This is an optimization exercise on Yosys and OpenROAD, whose aim is small area and a short achievable clock period, not a production implementation. Where RTL was checked, it was by simulation tests only, not by an equivalence proof against the original. Function not checked in runs 1 and 2: the RTL went through the layout flow alone. Power figures rest on the tool's default switching activity, not on a simulated workload.

==> flow/design.v (outline; a module is shown in full before it is edited, if it fits) <==
// module fa: 10 lines
// module ha: 9 lines
// module benc: 17 lines
// module benc0: 17 lines
// module bpp: 12 lines
// module bsel: 9 lines
// module bneg: 7 lines
// module bpp0: 8 lines
// module mac32: 625 lines
// module alu: 86 lines
// module alu_top: 32 lines
module alu_top(
    input                 clk,
    input        [31 : 0] A,
    input        [31 : 0] B,
    input        [3  : 0] aluop,
    output logic [31 : 0] alures,
    output logic          ZF,
    output logic          OF
);
  // ...
==> flow/flow/run.sh <==
#!/bin/bash
# The standard layout (the standard.sh, standard synthesis unchanged), with the
# timing repair after CTS and global routing aiming for a larger setup margin on the
# worst path only, and the smallest buffer as the buffer on each port.
set -euo pipefail
bash standard.sh SETUP_SLACK_MARGIN=8 TNS_END_PERCENT=0 \
    "BUFFER_PORTS_ARGS=-buffer_cell sky130_fd_sc_hd__buf_1" finish > flow.log 2>&1
==> flow/standard.sh <==
#!/bin/bash
# synth_recipe.tcl (not shown) runs the flow's synth.tcl, then flattens the netlist and writes it again
# the make line also repeats each setting of config.mk as NAME=value (left out here)
make -C /OpenROAD-flow-scripts/flow DESIGN_CONFIG=/design/flow/config.mk WORK_HOME=/design/flow/orfs CLKGATE_MAP_FILE= SYNTH_SCRIPT=/design/flow/synth_recipe.tcl "${@:-finish}"
==> flow/config.mk <==
export PLATFORM = sky130hd
export DESIGN_NAME = alu_top
export DESIGN_NICKNAME = alu_top
export VERILOG_FILES = /design/flow/design.v
export SDC_FILE = /design/flow/constraint.sdc
export NUM_CORES = 4
export LEC_CHECK = 0
export CAP_MARGIN = 20
export CORE_MARGIN = 2
export CORE_UTILIZATION = 40
export SLEW_MARGIN = 20
export SYNTH_HIERARCHICAL = 1
==> flow/constraint.sdc <==
create_clock -name core_clock -period 15.0 [get_ports {clk}]
set_input_delay 3.0000 -clock core_clock [delete_from_list [all_inputs] [get_ports {clk}]]
set_output_delay 3.0000 -clock core_clock [all_outputs]
set_load 0.01 [all_outputs]
==> summary.txt, run 1 <==
status: complete, no violations
routed wire length: 78.78 mm
initial antenna violation count: 2
setup ws final: 7.967 ns
Crit path depth: 22
Non-clk bufs: 258
top layer in use: met5
count leader, synth: xor2_1
CP endpoint: alures[4]
cell taking the most area after synthesis: fa_1
comb_multi_in: 1740
met2 GRT Util: 46.97%
slew margin rel.: 41.84%
hold slack final: 0.7107 ns
final instance area: 22640 um^2
critical path required time: 15.28 ns
Worst R2R Start: B_r[1]
multi-input gate share of the layout cell area: 74.74%
Post-synth top cells: 302 x xor2_1, 271 x a22o_1, 231 x fa_1
Routed WL per cell: 27.91 um
prevailing post-synth register cell: dfxtp_1
Combinational Power Share: 84.3%
clock skew: 0.01089 ns
Post-CTS Setup Bufs: 46
Max Fclk: 0.1422 GHz
# hold bufs at CTS: 0
Mapped Avg Cell Area: 9.137 um^2
Buf/Inv on CP: 4
tap cells: 607
period utilization: 46.88%
PostCTS Resize Cnt: 140
layout cells sized above 1: 18.23%
Sw Pwr: 0.002135 W
Top Registers: A_r (32), B_r (32), alures (32)
worst vdd ir: 0.2057 mV
met2 wire length: 34.31 mm
final net count: 2588
clk latency of the worst-skew pair: 0.40 ns
Top class by area: multi-input gates
==> run 2: changes to the inputs <==
--- a/flow/flow/run.sh
+++ b/flow/flow/run.sh
@@ -5,3 +5,3 @@
 set -euo pipefail
-bash standard.sh SETUP_SLACK_MARGIN=8 TNS_END_PERCENT=0 \
+bash standard.sh SETUP_SLACK_MARGIN=9 TNS_END_PERCENT=0 \
     "BUFFER_PORTS_ARGS=-buffer_cell sky130_fd_sc_hd__buf_1" finish > flow.log 2>&1
==> run 2 against run 1 <==
  * Global-route usage is 1.2 points higher
  * Non-clock buffer count is 17 higher
  * Cell area is 2.0% higher
  * Fmax is 4.4% higher
  * Still clean on timing, DRC and antenna
  * Critical endpoint is now alures[0]
  * Largest cell class unchanged
  * Clock skew is 0.0026 ns lower
  * Routed wire length is 2.4% higher
  * Clock power is 2% higher
  * Sequential cell count stayed put
  * Count of clock-buffer cells in the layout stayed put
  * Via count is 2.0% higher
  * Setup slack better by 0.30 ns
==> summary.txt, run 2 <==
Crit path arrival time: 7.01 ns (was 7.32 ns)
worst vdd ir: 0.1848 mV (was 0.2057 mV)
Async SR Flop Fraction: 0% (unchanged)
CTS tree: yes (unchanged)
mux share of post-synthesis cell area: 0.1058% (unchanged)
Slew @ Worst Pin: 1.072 ns (was 0.8632 ns)
simple-gate share of the synthesized area: 10.55% (unchanged)
H-tree depth: 3 (unchanged)
area share of the leading cell type in the synthesized netlist: 24.44% (unchanged)
routed wire length: 80.66 mm (was 78.78 mm)
setup ws final: 8.263 ns (was 7.967 ns)
most common cell after layout, fill and taps aside: xor2_1 (unchanged)
Max Fanout on Critical Path: 19 (unchanged)
crit path capture type: register (unchanged)
Mapped Avg Cell Area: 9.137 um^2 (unchanged)
unique cell type count in the Yosys netlist: 65 (unchanged)
Final setup viols: 0 (unchanged)
slowest cell on the critical path: fa_2 (unchanged)
# DRC: 0 (unchanged)
count leader, synth: xor2_1 (unchanged)
Sum Neg Setup Slack: 0 ns (unchanged)
First-pass DRT Iterations: 23 (was 17)
vias in the first global route: 17880 (was 17360)
Worst R2R Start: B_r[3] (was B_r[1])
status: complete, no violations (unchanged)
most frequent cells in the layout: 293 x xor2_1, 258 x a22o_1, 191 x fa_1, 128 x o21ai_0, 120 x nand2_1 (was 285 x xor2_1, 256 x a22o_1, 192 x fa_1, 128 x o21ai_0, 125 x nand2_1)
Top Registers: A_r (32), B_r (32), alures (32) (unchanged)
slew margin rel.: 28.51% (was 41.84%)
max-cap violation count: 0 (unchanged)
cell taking the most area after synthesis: fa_1 (unchanged)
crit path time final: 6.737 ns (was 7.033 ns)
Most common cell on crit path: fa_2 (was fa_1)
Slew Limit Fails: 0 (unchanged)
prevailing post-synth register cell: dfxtp_1 (unchanged)
sequential share of the synthesized area: 10.79% (unchanged)
Cell Chain, Critical Path: or2_2 -> nor2_1 -> o21a_1 -> o22a_4 -> a22o_1 -> xor2_1 -> fa_2 -> fa_2 -> fa_2 -> fa_2 -> fa_1 -> inv_2 -> ha_4 -> a21o_1 -> a21o_1 -> a2111oi_4 -> nor3_4 -> a221oi_4 -> xor2_2 -> o21a_2 -> o31a_1 (was buf_12 -> or3_4 -> nor3b_2 -> a22o_4 -> bufbuf_16 -> a22o_1 -> xor2_2 -> fa_1 -> fa_1 -> fa_1 -> fa_1 -> fa_2 -> inv_1 -> ha_2 -> nand4_1 -> inv_1 -> a221oi_2 -> o211ai_4 -> a2111oi_1 -> nor3_1 -> xnor2_1 -> a221oi_1)
Worst Hold End: alures[0] (was alures[2])
Starting Density: 40.56% (unchanged)
Layout Area Growth over Synthesis: 22.01% (was 19.65%)
hold-critical path depth: 3 (unchanged)
clk latency of the worst-skew pair: 0.38 ns (was 0.40 ns)
core area: 46650 um^2 (unchanged)
pin count of the biggest net entering global routing: 61 (was 58)
Post-Synth Adder-Cell Area: 29.58% (unchanged)
EDFF count, synth: 0 (unchanged)
R2R setup slack: 8.26 ns (was 7.97 ns)
period utilization: 44.92% (was 46.88%)
Horiz. Die Dim: 221.5 um (unchanged)
Die Y: 221.5 um (unchanged)
final core occ: 49.49% (was 48.53%)
Lkg Pwr: 10.81 nW (was 10.63 nW)
initial antenna violation count: 2 (unchanged)
RD Place Congestion: 0.9793 (was 0.9626)
Routed WL per cell: 28.30 um (was 27.91 um)
pwr/cell area: 183.6 nW/um^2 (was 177.9 nW/um^2)
CP Launch Type: register (unchanged)
critical path required time: 15.27 ns (was 15.28 ns)
delay of the slowest critical-path stage: 0.60 ns (was 0.64 ns)
# clock sinks: 102 (unchanged)
xor/xnor cell area share of the yosys netlist: 15.96% (unchanged)
clock skew: 0.008262 ns (was 0.01089 ns)
RSZ-0062 raised after global routing: yes (was no)
Rows: 79 (unchanged)
Compound-Gate Fraction of Synth Area: 26.87% (unchanged)
Area contributors post-synth: fa_1 24%, xor2_1 14%, a22o_1 13%, dfxtp_1 11%, ha_1 5.1% (unchanged)
Min-Delay Path Class: register to register (unchanged)
HPWL after detailed placement: 47.83 mm (was 50.29 mm)
hold slack final: 0.7710 ns (was 0.7107 ns)
Post-synth top cells: 302 x xor2_1, 271 x a22o_1, 231 x fa_1 (unchanged)
die outline area: 49060 um^2 (unchanged)
Max Buffers Root-to-Sink: 2 (unchanged)
Max Fclk: 0.1484 GHz (was 0.1422 GHz)
IO Port Bufs: 102 (unchanged)
first-pass GRT wire length: 117.0 mm (was 113.0 mm)
Netlist Area Pre-Place: 18920 um^2 (unchanged)
vias: 18480 (was 18120)
total CTS buffers: 9 (unchanged)
Final Hold Fails: 0 (unchanged)
gr ovfl total: 0 (unchanged)
ANT nets after route: 0 (unchanged)
Clock Pin Slew Worst Setup and Hold Paths: 0.08 ns (was 0.07 ns)
layout cells sized above 1: 20.07% (was 18.23%)
Yosys reg bits: 102 (unchanged)
IO Pins: 103 (unchanged)
CTS Root Cell: clkbuf_16 (unchanged)
R2R depth: 21 (was 22)
CP Class: register to register (unchanged)
Syn. warnings: 10 (unchanged)
cells after synthesis: 2071 (unchanged)
drt via density: 6.484 (was 6.419)
syn_nets: 2448 (unchanged)
end of the worst register-to-register path: alures[0] (was alures[4])
largest family of logic cells by synthesized area: adder cells (unchanged)
First DRT Iteration DRCs: 2430 (was 2174)
GRT Util Overall: 31.60% (was 30.39%)
# hold bufs at CTS: 0 (unchanged)
final net count: 2614 (was 2588)
dpl ws: 6.701 ns (was 6.356 ns)
hold_sp: aluop_r[2] (was B_r[2])
## run 2: cell counts after synthesis
No cell type changed its count.
## run 2: metrics by stage
step	power (W)	cells	area, um^2
2_1_floorplan	0.002829	2071	19610
3_3_place_gp	0.003471	2662	20000
3_5_place_dp	0.003504	2662	20000
4_1_cts	0.003995	2820	22540
5_1_grt	0.004495	2849	23080
6_report	0.004238	2850	23090
## run 2: layout make-up
type                       instances  area [um^2]
antenna                            1        2.502
clock buffer                       9        225.2
clock inverter                     7        87.58
fill                            4288        23570
inverter                         100        379.1
multi-input combinational       1749        17210
sequential                       102         2076
tap                              607        759.5
timing repair buffer             275         2351
## run 2: how the worst max path moves through the flow
stage	from	endpoint	slack (ns)
after global routing	B_r[0]	alures[0]	8.14
after floorplan	B_r[3]	alures[0]	8.56
after CTS	B_r[0]	alures[0]	8.40
after global placement	aluop_r[1]	alures[0]	6.84
final	B_r[3]	alures[0]	8.26
after detailed placement	aluop_r[1]	alures[0]	6.70
## run 2: what timing repair did
item	CTS	global route
setup endpoints to repair	34	34
gates resized for setup	152	49
gates cloned	26	6
buffers inserted	116	23
pin swaps	64	52
## run 2: per-module statistics from Yosys, one instance, submodules excluded, a selection
module / cells inside / area, um^2 / copies in the design
bpp0: 2 / 12.51 / 16
alu: 945 / 5648 / 1
bneg: 1 / 8.758 / 256
mac32: 80 / 580.6 / 1
benc0: 8 / 60.06 / 1
alu_top: 102 / 2042 / 1
fa: 1 / 20.02 / 226
ha: 1 / 12.51 / 16
bsel: 1 / 8.758 / 256
benc: 10 / 78.83 / 15
## run 2: kinds of logic (layout without fill, tap and decap cells)
logic type,Yosys count,count (layout)
compound gates,692,712
xor+xnor,344,344
fa+ha+maj,309,309
buf+inv,244,391
flops,102,102
mux,2,2
other cells,0,1
simple gates,378,382
## run 2: report_power, final
part | internal, W | leakage, nW | switching (W)
registers | 0.000348 | 0.863 | 0.0000383
logic | 0.00156 | 9.80 | 0.00204
clock network | 0.000133 | 0.156 | 0.000120
## run 2: per-layer routing
layer  track usage [%]  share of wire [%]  up-vias  wire, um
li1                  -                  -     7721         -
met1             39.81                 37     9009     29870
met2             47.12                 42     1391     34250
met3             11.81                 14      358     11530
met4             16.61                6.2        0      5012
met5                 0                  0        -         0
## run 2: worst max-delay path: cells and delay by family, from the launching register on
family	cells	cell delay, ns
AND/OR/NAND/NOR	3	0.59
AO/OA/AOI/OAI	9	2.28
XOR/XNOR	2	0.34
adder cells (fa/ha/maj)	6	2.78
flip-flops	1	0.55
buffers and inverters	1	0.06
==> module alu, before the edit <==
module alu(
    input        [31 : 0] A,
    input        [31 : 0] B,
    input        [3  : 0] aluop,
    output logic [31 : 0] alures,
    output logic          ZF,
    output logic          OF
);
    logic addm, rv, sub, lgm;
    assign addm = aluop[3] & (aluop[2] | aluop[1]);
    assign rv   = ~aluop[3] & aluop[2] & aluop[1];
    assign lgm  = ~aluop[3] & ~(aluop[2] & (aluop[1] | aluop[0]));
    assign sub  = aluop[2];
    logic [15 : 0] d1, d2;
    genvar i;
    generate for (i = 0; i < 16; i++) begin : g_dig
        assign d1[i] = (B[4:1] == i) & ~B[0];
        assign d2[i] = (B[4:1] == i) & B[0];
    end endgenerate
    logic [3 : 0] tt;
    always_comb begin
        if (addm)
            tt = sub ? 4'b0101 : 4'b1010;
        else if (lgm) begin
            case (aluop[2:0])
                3'b000:  tt = 4'b1000;
                3'b001:  tt = 4'b1110;
                3'b010:  tt = 4'b0110;
                3'b011:  tt = 4'b0111;
                default: tt = 4'b0011;
            endcase
        end else
            tt = 4'b0000;
    end
    logic [31 : 0] rev_a, ma, r;
    generate for (i = 0; i < 32; i++) begin : g_rev
        assign rev_a[i] = A[31 - i];
    end endgenerate
    assign ma = rv ? rev_a : A;
    generate for (i = 0; i < 32; i++) begin : g_r
        assign r[i] = A[i] ? (B[i] ? tt[3] : tt[2]) : (B[i] ? tt[1] : tt[0]);
    end endgenerate
    logic [31 : 0] x, y, S;
    mac32 U_mac(.a(ma), .b(B), .op(aluop), .d1(d1), .d2(d2), .r(r), .cin(addm & sub),
                .x(x), .y(y));
    logic [31 : 0] px, gx, ox;
    logic [31 : 0] pg [0 : 5];
    logic [31 : 0] gg [0 : 5];
    assign px = x ^ y;
    assign gx = x & y;
    assign pg[0] = px;
    assign gg[0] = gx;
    genvar l;
    generate for (l = 0; l < 5; l++) begin : g_lvl
        for (i = 0; i < 32; i++) begin : g_bit
            if (i & (1 << l)) begin : g_node
                localparam integer J = ((i >> l) << l) - 1;
                assign gg[l + 1][i] = gg[l][i] | (pg[l][i] & gg[l][J]);
                assign pg[l + 1][i] = pg[l][i] & pg[l][J];
            end else begin : g_pass
                assign gg[l + 1][i] = gg[l][i];
                assign pg[l + 1][i] = pg[l][i];
            end
        end
    end endgenerate
    assign S = px ^ {gg[5][30 : 0], 1'b0};
    logic          zS;
    assign ox = x | y;
    assign zS = ~px[0] & ((px[31 : 1] ^ ox[30 : 0]) == 31'b0);
    logic bx31, lt, lts;
    assign bx31 = B[31] ^ sub;
    assign lt   = (A[31] ^ B[31]) ? (aluop[0] ? B[31] : A[31]) : S[31];
    assign lts  = aluop[3] & aluop[2] & aluop[1];           
    logic          sfill;
    logic [31 : 0] fmask;
    assign sfill = rv & aluop[0] & A[31];
    assign fmask = {32{sfill}} & ~(32'hffffffff >> B[4:0]);
    generate for (i = 0; i < 32; i++) begin : g_res
        if (i == 0)
            assign alures[i] = lts ? lt : (rv ? S[31 - i] | fmask[i] : S[i]);
        else
            assign alures[i] = ~lts & (rv ? S[31 - i] | fmask[i] : S[i]);
    end endgenerate
    assign ZF = lts ? ~lt : (zS & ~sfill);
    assign OF = ((aluop == 4'b1010) | (aluop == 4'b1100)) & (A[31] == bx31) & (S[31] != A[31]);
endmodule
==> run 3: changes to the inputs <==
--- a/flow/design.v
+++ b/flow/design.v
@@ -761,26 +761,7 @@
                 .x(x), .y(y));
-    logic [31 : 0] px, gx, ox;
-    logic [31 : 0] pg [0 : 5];
-    logic [31 : 0] gg [0 : 5];
-    assign px = x ^ y;
-    assign gx = x & y;
-    assign pg[0] = px;
-    assign gg[0] = gx;
-    genvar l;
-    generate for (l = 0; l < 5; l++) begin : g_lvl
-        for (i = 0; i < 32; i++) begin : g_bit
-            if (i & (1 << l)) begin : g_node
-                localparam integer J = ((i >> l) << l) - 1;
-                assign gg[l + 1][i] = gg[l][i] | (pg[l][i] & gg[l][J]);
-                assign pg[l + 1][i] = pg[l][i] & pg[l][J];
-            end else begin : g_pass
-                assign gg[l + 1][i] = gg[l][i];
-                assign pg[l + 1][i] = pg[l][i];
-            end
-        end
-    end endgenerate
-    assign S = px ^ {gg[5][30 : 0], 1'b0};
+    logic [31 : 0] px, gx;
     logic          zS;
-    assign ox = x | y;
-    assign zS = ~px[0] & ((px[31 : 1] ^ ox[30 : 0]) == 31'b0);
+    pgen  U_pg (.x(x), .y(y), .p(px), .g(gx));
+    sksum U_sum(.p(px), .g(gx), .s(S));
+    zdet  U_z  (.p(px), .g(gx), .z(zS));
     logic bx31, lt, lts;
@@ -802,2 +783,42 @@
 endmodule
+module pgen(
+    input  [31 : 0] x,
+    input  [31 : 0] y,
+    output [31 : 0] p,
+    output [31 : 0] g
+);
+    assign p = x ^ y;
+    assign g = x & y;
+endmodule
+module sksum(
+    input  [31 : 0] p,
+    input  [31 : 0] g,
+    output [31 : 0] s
+);
+    logic [31 : 0] pg [0 : 5];
+    logic [31 : 0] gg [0 : 5];
+    assign pg[0] = p;
+    assign gg[0] = g;
+    genvar l, i;
+    generate for (l = 0; l < 5; l++) begin : g_lvl
+        for (i = 0; i < 32; i++) begin : g_bit
+            if (i & (1 << l)) begin : g_node
+                localparam integer J = ((i >> l) << l) - 1;
+                assign gg[l + 1][i] = gg[l][i] | (pg[l][i] & gg[l][J]);
+                assign pg[l + 1][i] = pg[l][i] & pg[l][J];
+            end else begin : g_pass
+                assign gg[l + 1][i] = gg[l][i];
+                assign pg[l + 1][i] = pg[l][i];
+            end
+        end
+    end endgenerate
+    assign s = p ^ {gg[5][30 : 0], 1'b0};
+endmodule
+module zdet(
+    input  [31 : 0] p,
+    input  [31 : 0] g,
+    output          z
+);
+    assign z = ~p[0] & ((p[31 : 1] ^ (g[30 : 0] | p[30 : 0])) == 31'b0);
+endmodule
 `timescale 1ns / 1ps
--- a/flow/flow/run.sh
+++ b/flow/flow/run.sh
@@ -5,3 +5,3 @@
 set -euo pipefail
-bash standard.sh SETUP_SLACK_MARGIN=9 TNS_END_PERCENT=0 \
+bash standard.sh SETUP_SLACK_MARGIN=8 TNS_END_PERCENT=0 \
     "BUFFER_PORTS_ARGS=-buffer_cell sky130_fd_sc_hd__buf_1" finish > flow.log 2>&1
==> run 3 against run 2 <==
  * Still clean
  * Routed wire length shrank 6.4%
  * Clock skew grew 0.0024 ns
  * Synthesized area shrank 2.9%
  * Largest power group unchanged
==> summary.txt, run 3 <==
H-tree depth: 3 (unchanged)
count leader, synth: xor2_1 (unchanged)
Post-synth top cells: 298 x xor2_1, 271 x a22o_1, 226 x fa_1 (was 302 x xor2_1, 271 x a22o_1, 231 x fa_1)
IO Port Bufs: 102 (unchanged)
DP Area: 19000 um^2 (was 20000 um^2)
# clock sinks: 102 (unchanged)
First-pass DRT Iterations: 6 (was 23)
RD Place Congestion: 0.9192 (was 0.9793)
# hold bufs at CTS: 0 (unchanged)
most common cell after layout, fill and taps aside: xor2_1 (unchanged)
Crit. Startpoint: aluop_r[3] (was B_r[3])
status: complete, no violations (unchanged)
IO Pins: 103 (unchanged)
CP Launch Type: register (unchanged)
prevailing post-synth register cell: dfxtp_1 (unchanged)
Most common cell on crit path: fa_1 (was fa_2)
Layout Area Growth over Synthesis: 14.31% (was 22.01%)
Seq. cell area: 2062 um^2 (was 2076 um^2)
unique cell type count in the Yosys netlist: 73 (was 65)
Slew Limit Fails: 0 (unchanged)
Sum Neg Setup Slack: 0 ns (unchanged)
Final Hold Fails: 0 (unchanged)
crit path time final: 6.852 ns (was 6.737 ns)
clock skew: 0.01066 ns (was 0.008262 ns)
Syn. warnings: 11 (was 10)
EDFF count, synth: 0 (unchanged)
hold_sp: B_r[3] (was aluop_r[2])
Horiz. Die Dim: 218.3 um (was 221.5 um)
Cell Chain, Critical Path: buf_16 -> nor3b_4 -> and2_1 -> buf_4 -> xor2_1 -> fa_1 -> fa_1 -> fa_1 -> fa_1 -> fa_1 -> fa_1 -> ha_4 -> xor2_1 -> o41ai_2 -> nand4_1 -> nor4_4 -> o21ai_0 -> nand2_1 (was or2_2 -> nor2_1 -> o21a_1 -> o22a_4 -> a22o_1 -> xor2_1 -> fa_2 -> fa_2 -> fa_2 -> fa_2 -> fa_1 -> inv_2 -> ha_4 -> a21o_1 -> a21o_1 -> a2111oi_4 -> nor3_4 -> a221oi_4 -> xor2_2 -> o21a_2 -> o31a_1)
die outline area: 47660 um^2 (was 49060 um^2)
Yosys reg bits: 102 (unchanged)
cell family with most CP delay: adder cells (unchanged)
Final setup viols: 0 (unchanged)
syn_nets: 2333 (was 2448)
met1 wire length: 28.83 mm (was 29.87 mm)
vias: 17490 (was 18480)
clk latency of the worst-skew pair: 0.37 ns (was 0.38 ns)
n_diodes: 0 (was 1)
Worst R2R Start: aluop_r[3] (was B_r[3])
cell taking the most area after synthesis: fa_1 (unchanged)
ANT nets after route: 0 (unchanged)
slew margin rel.: 33.84% (was 28.51%)
Max Fanout on Critical Path: 25 (was 19)
# DRC: 0 (unchanged)
Top Registers: A_r (32), B_r (32), alures (32) (unchanged)
Area contributors post-synth: fa_1 25%, xor2_1 14%, a22o_1 13%, dfxtp_1 11%, nand2_1 3.8% (was fa_1 24%, xor2_1 14%, a22o_1 13%, dfxtp_1 11%, ha_1 5.1%)
Clock Pin Slew Worst Setup and Hold Paths: 0.08 ns (about the same)
Buf/Inv on CP: 2 (was 1)
top layer in use: met5 (was met4)
max-cap violation count: 0 (unchanged)
final core occ: 46.28% (was 49.49%)
area share of the leading cell type in the synthesized netlist: 24.63% (was 24.44%)
critical path required time: 15.32 ns (was 15.27 ns)
Starting Density: 40.49% (was 40.56%)
final net count: 2431 (was 2614)
pwr/cell area: 185.8 nW/um^2 (was 183.6 nW/um^2)
Lkg Pwr: 9.984 nW (was 10.81 nW)
Die Y: 218.3 um (was 221.5 um)
CTS tree: yes (unchanged)
final instance area: 21000 um^2 (was 23090 um^2)
initial antenna violation count: 1 (was 2)
total CTS buffers: 9 (unchanged)
Max Buffers Root-to-Sink: 2 (unchanged)
worst vdd ir: 0.2750 mV (was 0.1848 mV)
Netlist Area Pre-Place: 18370 um^2 (was 18920 um^2)
cells after synthesis: 1985 (was 2071)
vias in the first global route: 16760 (was 17880)
Slew @ Worst Pin: 0.9821 ns (was 1.072 ns)
first-pass GRT wire length: 107.1 mm (was 117.0 mm)
layout cells sized above 1: 13.65% (was 20.07%)
RSZ-0062 raised after global routing: no (was yes)
pin count of the biggest net entering global routing: 77 (was 61)
Filler Cell Count: 4268 (was 4288)
HPWL after detailed placement: 48.98 mm (was 47.83 mm)
Min-Delay Path Class: register to register (unchanged)
slowest cell on the critical path: fa_1 (was fa_2)
setup ws final: 8.148 ns (was 8.263 ns)
Rows: 78 (was 79)
core area: 45380 um^2 (was 46650 um^2)
GRT Util Overall: 30.03% (was 31.60%)
met3 WL: 9.453 mm (was 11.53 mm)
period utilization: 45.68% (was 44.92%)
CTS Root Cell: clkbuf_16 (unchanged)
Async SR Flop Fraction: 0% (unchanged)
Mapped Avg Cell Area: 9.256 um^2 (was 9.137 um^2)
drt via density: 6.507 (was 6.484)
most frequent cells in the layout: 296 x xor2_1, 264 x a22o_1, 226 x fa_1, 159 x nand2_1, 102 x buf_1 (was 293 x xor2_1, 258 x a22o_1, 191 x fa_1, 128 x o21ai_0, 120 x nand2_1)
multi-input logic area: 16130 um^2 (was 17210 um^2)
Crit path arrival time: 7.17 ns (was 7.01 ns)
CP Class: register to register (unchanged)
met2 wire length: 31.95 mm (was 34.25 mm)
sequential share of the synthesized area: 11.11% (was 10.79%)
crit path capture type: register (unchanged)
First DRT Iteration DRCs: 2260 (was 2430)
gr ovfl total: 0 (unchanged)
dpl ws: 6.135 ns (was 6.701 ns)
Routed WL per cell: 28.08 um (was 28.30 um)
Max Fclk: 0.1459 GHz (was 0.1484 GHz)
routed wire length: 75.47 mm (was 80.66 mm)
delay of the slowest critical-path stage: 0.70 ns (was 0.60 ns)
run 3: cell count changes after synthesis, sizes merged, moves of 30 or more:
cell	previous run	this run
clkbuf	65	35
o22a	31	1
nand2	133	188
inv	100	18
o21ai	155	90
a211oi	58	14
run 3: layout make-up:
type,instances,area share [%]
Tap cell,600,3.575
Clock buffer,9,1.072
Clock inverter,7,0.3158
Sequential cell,102,9.818
Multi-Input combinational cell,1738,76.81
Timing Repair Buffer,214,8.037
Inverter,18,0.3694
run 3: logic make-up (layout without fill, tap and decap cells):
kind of cell	count (synthesis)	after routing	synth area share (%)
buffers and inverters	153	248	4.937
xor gates and xnor gates	345	345	16.45
and+or+nand+nor	470	474	12.99
AOI/OAI and AO/OA	622	626	25.51
adders and majority gates	292	292	28.94
muxes	1	1	0.05448
DFF	102	102	11.11
run 3: worst register-to-register path, delay by kind of cell (launching register included):
family | cells | cell delay [ns]
buf+inv | 2 | 0.64
compound gates | 2 | 0.52
fa+ha+maj | 7 | 3.48
simple gates | 5 | 1.29
xor+xnor | 2 | 0.43
flops | 1 | 0.43
run 3: path summary, 6_finish.rpt:
path              slack (ns)  cells after the start        end
hold reg to reg         0.70                      3  alures[2]
hold / removal          0.70                      3  alures[2]
setup / recovery        8.15                     18         ZF
setup reg to reg        8.15                     18         ZF
run 3: timing repair:
item                       4_1_cts  5_1_grt
setup endpoints to repair       34       17
pin swaps                        7       23
gates resized for setup        104       89
setup buffers                   11       58
cloned                           5       10
run 3: modules after synthesis (local to each module, per instance), excerpt:
module / area, um^2 / flip-flops and latches / cells
zdet: 467.9 / 0 / 70
pgen: 400.4 / 0 / 32
ha: 12.51 / 0 / 1
mac32: 580.6 / 0 / 80
alu_top: 2042 / 102 / 102
bsel: 8.758 / 0 / 1
sksum: 957.2 / 0 / 146
bneg: 8.758 / 0 / 1
run 3: power by group:
group,switching (W),total [W],internal [W]
sequential,0.0000401,0.000384,0.000344
combinational,0.00199,0.00328,0.00129
clock,0.000120,0.000236,0.000116
run 3: metal layers:
| metal | up-vias | GRT usage, % |
|---|---|---|
| met3 | 269 | 8.267 |
| met4 | 2 | 17.37 |
| met1 | 8545 | 39.21 |
| met5 | - | 0 |
| li1 | 7344 | - |
| met2 | 1331 | 44.41 |
run 3: metrics by stage:
step	total power [W]	hold slack [ns]	std cells
6_report	0.003902	0.6988	2688
3_3_place_gp	0.003303	0.7160	2587
3_5_place_dp	0.003325	0.7230	2588
5_1_grt	0.004150	0.7432	2688
4_1_cts	0.003719	0.6675	2620
2_1_floorplan	0.002615	0.6410	1985
==> run 4: changes to the inputs <==
--- a/flow/design.v
+++ b/flow/design.v
@@ -755,4 +755,7 @@
     assign ma = rv ? rev_a : A;
+    logic sfill;
+    assign sfill = rv & aluop[0] & A[31];
     generate for (i = 0; i < 32; i++) begin : g_r
-        assign r[i] = A[i] ? (B[i] ? tt[3] : tt[2]) : (B[i] ? tt[1] : tt[0]);
+        assign r[i] = (A[i] ? (B[i] ? tt[3] : tt[2]) : (B[i] ? tt[1] : tt[0]))
+                    | (sfill & (B[4:0] > i));
     end endgenerate
@@ -770,13 +773,9 @@
     assign lts  = aluop[3] & aluop[2] & aluop[1];           
-    logic          sfill;
-    logic [31 : 0] fmask;
-    assign sfill = rv & aluop[0] & A[31];
-    assign fmask = {32{sfill}} & ~(32'hffffffff >> B[4:0]);
     generate for (i = 0; i < 32; i++) begin : g_res
         if (i == 0)
-            assign alures[i] = lts ? lt : (rv ? S[31 - i] | fmask[i] : S[i]);
+            assign alures[i] = lts ? lt : (rv ? S[31 - i] : S[i]);
         else
-            assign alures[i] = ~lts & (rv ? S[31 - i] | fmask[i] : S[i]);
+            assign alures[i] = ~lts & (rv ? S[31 - i] : S[i]);
     end endgenerate
-    assign ZF = lts ? ~lt : (zS & ~sfill);
+    assign ZF = lts ? ~lt : zS;
     assign OF = ((aluop == 4'b1010) | (aluop == 4'b1100)) & (A[31] == bx31) & (S[31] != A[31]);
==> run 4 against run 3 <==
  * Still clean
  * Combinational power grew 16%
  * First-iteration DRC count grew 20%
  * Count of clock-buffer cells in the layout is the same
  * Utilization grew 2.4 points
  * Cell count shrank 0.93%
  * Cell area grew 5.5%
  * Die area grew 0.79%
  * Highest routed layer is now met4
==> summary.txt, run 4 <==
final core occ: 48.63% (was 46.28%)
First-pass DRT Iterations: 9 (was 6)
Min-Delay Path Class: register to register (unchanged)
Clock Pin Slew Worst Setup and Hold Paths: 0.09 ns (was 0.08 ns)
grt peak-use layer: met2 (unchanged)
Final setup viols: 0 (unchanged)
crit path time final: 6.842 ns (was 6.852 ns)
clk latency of the worst-skew pair: 0.39 ns (was 0.37 ns)
cells after synthesis: 1903 (was 1985)
Rows: 78 (unchanged)
Worst R2R Start: aluop_r[3] (unchanged)
Horiz. Die Dim: 219.2 um (was 218.3 um)
Yosys reg bits: 102 (unchanged)
drt via density: 6.722 (was 6.507)
Slew @ Worst Pin: 0.9686 ns (was 0.9821 ns)
hold slack final: 0.7577 ns (was 0.6988 ns)
Crit. Startpoint: aluop_r[3] (unchanged)
IO Port Bufs: 102 (unchanged)
Lkg Pwr: 10.47 nW (was 9.984 nW)
CTS tree: yes (unchanged)
Max Buffers Root-to-Sink: 2 (unchanged)
worst vdd ir: 0.3330 mV (was 0.2750 mV)
gr ovfl total: 0 (unchanged)
prevailing post-synth register cell: dfxtp_1 (unchanged)
Final Hold Fails: 0 (unchanged)
Layout Area Growth over Synthesis: 19.68% (was 14.31%)
clock skew: 0.01537 ns (was 0.01066 ns)
First DRT Iteration DRCs: 2721 (was 2260)
vias in the first global route: 16830 (was 16760)
critical path required time: 15.30 ns (was 15.32 ns)
Async SR Flop Fraction: 0% (unchanged)
slew margin rel.: 34.41% (was 33.84%)
total CTS buffers: 9 (unchanged)
most frequent cells in the layout: 295 x a22o_1, 267 x xor2_1, 209 x fa_1, 102 x buf_1, 100 x buf_4 (was 296 x xor2_1, 264 x a22o_1, 226 x fa_1, 159 x nand2_1, 102 x buf_1)
sequential share of the synthesized area: 11.03% (was 11.11%)
Filler Cell Count: 4179 (was 4268)
Starting Density: 40.64% (was 40.49%)
vias: 17900 (was 17490)
Die Y: 219.2 um (was 218.3 um)
cell taking the most area after synthesis: fa_1 (unchanged)
syn_nets: 2251 (was 2333)
# clock sinks: 102 (unchanged)
H-tree depth: 3 (unchanged)
Area contributors post-synth: fa_1 24%, a22o_1 14%, xor2_1 13%, dfxtp_1 11%, ha_1 3.6% (was fa_1 25%, xor2_1 14%, a22o_1 13%, dfxtp_1 11%, nand2_1 3.8%)
period utilization: 45.61% (was 45.68%)
first-pass GRT wire length: 110.6 mm (was 107.1 mm)
most common cell after layout, fill and taps aside: a22o_1 (was xor2_1)
status: complete, no violations (unchanged)
HPWL after detailed placement: 47.24 mm (was 48.98 mm)
ANT nets after route: 0 (unchanged)
CTS Root Cell: clkbuf_16 (unchanged)
RSZ-0062 raised after global routing: no (unchanged)
CP Launch Type: register (unchanged)
Post-synth top cells: 302 x a22o_1, 283 x xor2_1, 226 x fa_1 (was 298 x xor2_1, 271 x a22o_1, 226 x fa_1)
CP Class: register to register (unchanged)
Syn. warnings: 11 (unchanged)
IO Pins: 103 (unchanged)
met2 GRT Util: 46.75% (was 44.41%)
# hold bufs at CTS: 0 (unchanged)
met3 Usage GRT: 8.385% (was 8.267%)
Netlist Area Pre-Place: 18520 um^2 (was 18370 um^2)
RD Place Congestion: 0.9340 (was 0.9192)
core area: 45580 um^2 (was 45380 um^2)
GRT Util Overall: 31.06% (was 30.03%)
final net count: 2404 (was 2431)
routed wire length: 81.24 mm (was 75.47 mm)
initial antenna violation count: 3 (was 1)
max-cap violation count: 0 (unchanged)
hold_sp: A_r[31] (was B_r[3])
Top Registers: A_r (32), B_r (32), alures (32) (unchanged)
M1 GR Usage: 40.54% (was 39.21%)
area share of the leading cell type in the synthesized netlist: 24.43% (was 24.63%)
Routed WL per cell: 30.51 um (was 28.08 um)
Max Fanout on Critical Path: 12 (was 25)
Crit path arrival time: 7.14 ns (was 7.17 ns)
crit path capture type: register (unchanged)
Max Fclk: 0.1462 GHz (was 0.1459 GHz)
Mapped Avg Cell Area: 9.732 um^2 (was 9.256 um^2)
unique cell type count in the Yosys netlist: 76 (was 73)
die outline area: 48040 um^2 (was 47660 um^2)
count leader, synth: a22o_1 (was xor2_1)
EDFF count, synth: 0 (unchanged)
pwr/cell area: 201.4 nW/um^2 (was 185.8 nW/um^2)
Slew Limit Fails: 0 (unchanged)
# DRC: 0 (unchanged)
pin count of the biggest net entering global routing: 69 (was 77)
Sum Neg Setup Slack: 0 ns (unchanged)
layout cells sized above 1: 19.41% (was 13.65%)
[run 4: cell count changes after synthesis, moves of 17 or more]
| cell | change |
|---|---|
| nand2_1 | -97 |
| nor3_1 | -19 |
| mux2_2 | +25 |
| mux2i_1 | +23 |
| a22o_1 | +31 |
| o31a_1 | -17 |
| o21ai_0 | -43 |
| o22a_1 | +20 |
| a21oi_1 | -22 |
[run 4: what timing repair did]
item | CTS | global route
endpoints found under the setup margin | 30 | 6
resized for setup | 110 | 137
pin swaps | 14 | 49
gates cloned | 16 | 14
buffers inserted | 48 | 64
[run 4: worst max-delay path, cell delays in order (launching register included)]
cell      delay [ns]
dfxtp_4         0.38
and3b_4         0.44
buf_12          0.17
buf_16          0.17
mux2_4          0.39
buf_4           0.21
a22o_1          0.20
xor2_1          0.15
fa_1            0.61
fa_1            0.46
fa_1            0.47
fa_1            0.46
fa_1            0.60
ha_4            0.25
a21oi_2         0.19
o21bai_4        0.10
a21oi_1         0.21
o21bai_2        0.13
a211o_2         0.30
o311ai_4        0.10
buf_12          0.17
nor2b_1         0.05
o21ai_1         0.16
o21ai_0         0.11
mux2_2          0.27
[run 4: final timing paths]
check             endpoint  slack (ns)  cells past startpoint
setup reg to reg        ZF        8.16                     24
setup / recovery        ZF        8.16                     24
hold reg to reg         OF        0.76                      2
hold / removal          OF        0.76                      2
[run 4: kinds of logic (layout without fill, tap and decap cells)]
family / Yosys count / after routing / share of synthesized area [%]
xor+xnor: 332 / 332 / 15.70
flops: 102 / 102 / 11.03
mux: 49 / 55 / 2.817
fa+ha+maj: 279 / 279 / 28.01
compound gates: 593 / 604 / 25.69
buf+inv: 158 / 297 / 5.040
simple gates: 390 / 392 / 11.72
other cells: 0 / 2 / 0
[run 4: report_power, final]
group          internal, W  total (W)  switching (W)
Combinational      0.00163    0.00382        0.00219
Sequential        0.000347   0.000391      0.0000445
Clock             0.000120   0.000250       0.000130
Total              0.00210    0.00446        0.00237
[run 4: per-layer routing]
layer  vias to the layer above  wire length (um)
met4                         0              6539
met3                       416             10840
met1                      8752             30170
li1                       7273                 -
met2                      1460             33690
met5                         -                 0
[run 4: cell type report]
| type | count | area [um^2] | area share (%) |
|---|---|---|---|
| multi-input cells | 1662 | 16760 | 75.61 |
| diodes | 2 | 5.005 | 0.02258 |
| clock inverters | 7 | 83.83 | 0.3782 |
| flip-flops and latches | 102 | 2067 | 9.325 |
| inverters | 27 | 112.6 | 0.5080 |
| repair buffers | 254 | 2162 | 9.754 |
| well taps | 600 | 750.7 | 3.387 |
| clock buffers | 9 | 225.2 | 1.016 |
[run 4: per-module statistics from Yosys (local to each module, per instance), excerpt]
| module | cells inside | times used | area [um^2] |
|---|---|---|---|
| fa | 1 | 226 | 20.02 |
| sksum | 146 | 1 | 957.2 |
| alu | 529 | 1 | 3421 |
| alu_top | 102 | 1 | 2042 |
| bneg | 1 | 256 | 8.758 |
| bsel | 1 | 256 | 8.758 |
| ha | 1 | 16 | 12.51 |
| benc0 | 8 | 1 | 60.06 |
[run 4: stage by stage]
stage	instances	area [um^2]	power, W	setup slack, ns
4_1_cts	2583	20670	0.004088	8.013
3_3_place_gp	2503	19140	0.003485	6.714
2_1_floorplan	1903	18620	0.002738	8.017
6_report	2663	22170	0.004464	8.158
5_1_grt	2661	22160	0.004703	7.973
3_5_place_dp	2503	19140	0.003531	6.632
==> run 5: changes to the inputs <==
--- a/flow/flow/run.sh
+++ b/flow/flow/run.sh
@@ -5,3 +5,3 @@
 set -euo pipefail
-bash standard.sh SETUP_SLACK_MARGIN=8 TNS_END_PERCENT=0 \
+bash standard.sh SETUP_SLACK_MARGIN=9 TNS_END_PERCENT=0 \
     "BUFFER_PORTS_ARGS=-buffer_cell sky130_fd_sc_hd__buf_1" finish > flow.log 2>&1
==> run 5 against run 4 <==
  * The run now fails in global routing (5_1_grt)
  * Synthesized cell count stayed put
  * Synthesized area stayed put
==> summary.txt, run 5 <==
Post-synth top cells: 302 x a22o_1, 283 x xor2_1, 226 x fa_1 (unchanged)
Worst EP Category: register data pin
Yosys reg bits: 102 (unchanged)
DP Area: 19480 um^2 (was 19140 um^2)
cell taking the most area after synthesis: fa_1 (unchanged)
Inst Count DP: 2496 (was 2503)
H-tree depth: 3 (unchanged)
IO Port Bufs: 102 (unchanged)
Mapped Avg Cell Area: 9.732 um^2 (unchanged)
Syn. warnings: 11 (unchanged)
Horiz. Die Dim: 219.2 um (unchanged)
dpl ws: 6.768 ns (was 6.632 ns)
largest family of logic cells by synthesized area: adder cells (unchanged)
Compound-Gate Fraction of Synth Area: 25.69% (unchanged)
EDFF count, synth: 0 (unchanged)
syn_nets: 2251 (unchanged)
Err: [ERROR GRT-0232] Routing congestion too high. Check the congestion heatmap in the GUI.
CTS Root Cell: clkbuf_16 (unchanged)
Rows: 78 (unchanged)
failing step: global routing (5_1_grt)
worst_ep grt: ZF$_DFF_P_/D
total CTS buffers: 9 (unchanged)
Netlist Area Pre-Place: 18520 um^2 (unchanged)
Die Y: 219.2 um (unchanged)
sequential share of the synthesized area: 11.03% (unchanged)
RD Place Congestion: 0.9382 (was 0.9340)
status: stopped before the end (was complete, no violations)
Area contributors post-synth: fa_1 24%, a22o_1 14%, xor2_1 13%, dfxtp_1 11%, ha_1 3.6% (unchanged)
Starting Density: 40.64% (unchanged)
pin count of the biggest net entering global routing: 54
Async SR Flop Fraction: 0% (unchanged)
simple-gate share of the synthesized area: 11.72% (unchanged)
area share of the leading cell type in the synthesized netlist: 24.43% (unchanged)
xor/xnor cell area share of the yosys netlist: 15.70% (unchanged)
HPWL after detailed placement: 47.59 mm (was 47.24 mm)
gr ovfl total: 1
prevailing post-synth register cell: dfxtp_1 (unchanged)
count leader, synth: a22o_1 (unchanged)
# hold bufs at CTS: 0 (unchanged)
IO Pins: 103 (unchanged)
GRT Util Overall: 34.71%
Max Buffers Root-to-Sink: 2 (unchanged)
unique cell type count in the Yosys netlist: 76 (unchanged)
mux share of post-synthesis cell area: 2.817% (unchanged)
# clock sinks: 102 (unchanged)
cells after synthesis: 1903 (unchanged)
Post-Synth Adder-Cell Area: 28.01% (unchanged)
==> run 5: per-module statistics from Yosys, one instance, submodules excluded, a selection <==
module   times used  flip-flops and latches
benc0             1                       0
alu_top           1                     102
fa              226                       0
zdet              1                       0
benc             15                       0
pgen              1                       0
sksum             1                       0
ha               16                       0
bpp0             16                       0
mac32             1                       0
bsel            256                       0
==> run 5: layer usage <==
layer	GRT overflow	track usage, %
met2	0	50.65
met1	0	41.91
met4	1	23.31
met5	0	1.042
met3	0	13.79
==> run 5: metrics by stage <==
stage	utilization (%)	total power [W]
floorplan	-	0.003004
global placement	42.74	0.003787
CTS	47.90	0.004349
detailed placement	42.74	0.003813
==> run 5: kinds of logic after synthesis <==
family          Yosys count
mux                      49
flops                   102
fa+ha+maj               279
buf+inv                 158
xor+xnor                332
compound gates          593
simple gates            390
==> run 5: repair_timing <==
item	4_1_cts
endpoints found under the setup margin	34
cloned	26
resized for setup	143
setup buffers	97
pin swaps	40
==> run 5: worst max path at each step <==
stage / from / end / slack [ns] / cells after the start
after floorplan: aluop_r[3] / ZF / 8.54 / 23
after global placement: aluop_r[2] / ZF / 6.88 / 23
after detailed placement: aluop_r[2] / ZF / 6.77 / 23
after CTS: B_r[1] / ZF / 8.23 / 24
==> run 5: power by group through the flow <==
stage	sequential [W]	combinational (W)	clock (W)
after global placement	0.000395	0.00339	0
after floorplan	0.000407	0.00260	0
after detailed placement	0.000397	0.00342	0
after CTS	0.000386	0.00371	0.000253

static timing again, ports no longer ideal:
The results above use ideal ports. As a check the final layouts listed here were re-extracted and re-timed, cells and wires unchanged. Step 1 assumes that a clkbuf_16 drives the clock port and a buf_2 every other input. Step 2, shift: input delay + t, output delay - t, t = (earliest + latest rising clock arrival at the registers) / 2. This alone moves slack from input paths to output paths. Three values: ideal, step 1, step 2; two values: the first two.
| run | t, ns | slack for setup (ns) | pins driven straight from the clock port |
|---|---|---|---|
| run 1 | 0.444 | 7.967 / 7.967 / 7.967 | 1 |
| run 2 | 0.430 | 8.263 / 8.263 / 8.263 | 1 |
| run 3 | 0.416 | 8.148 / 8.148 / 8.148 | 1 |
| run 4 | 0.441 | 8.158 / 8.158 / 8.158 | 1 |
After both steps every run listed still meets setup and hold.
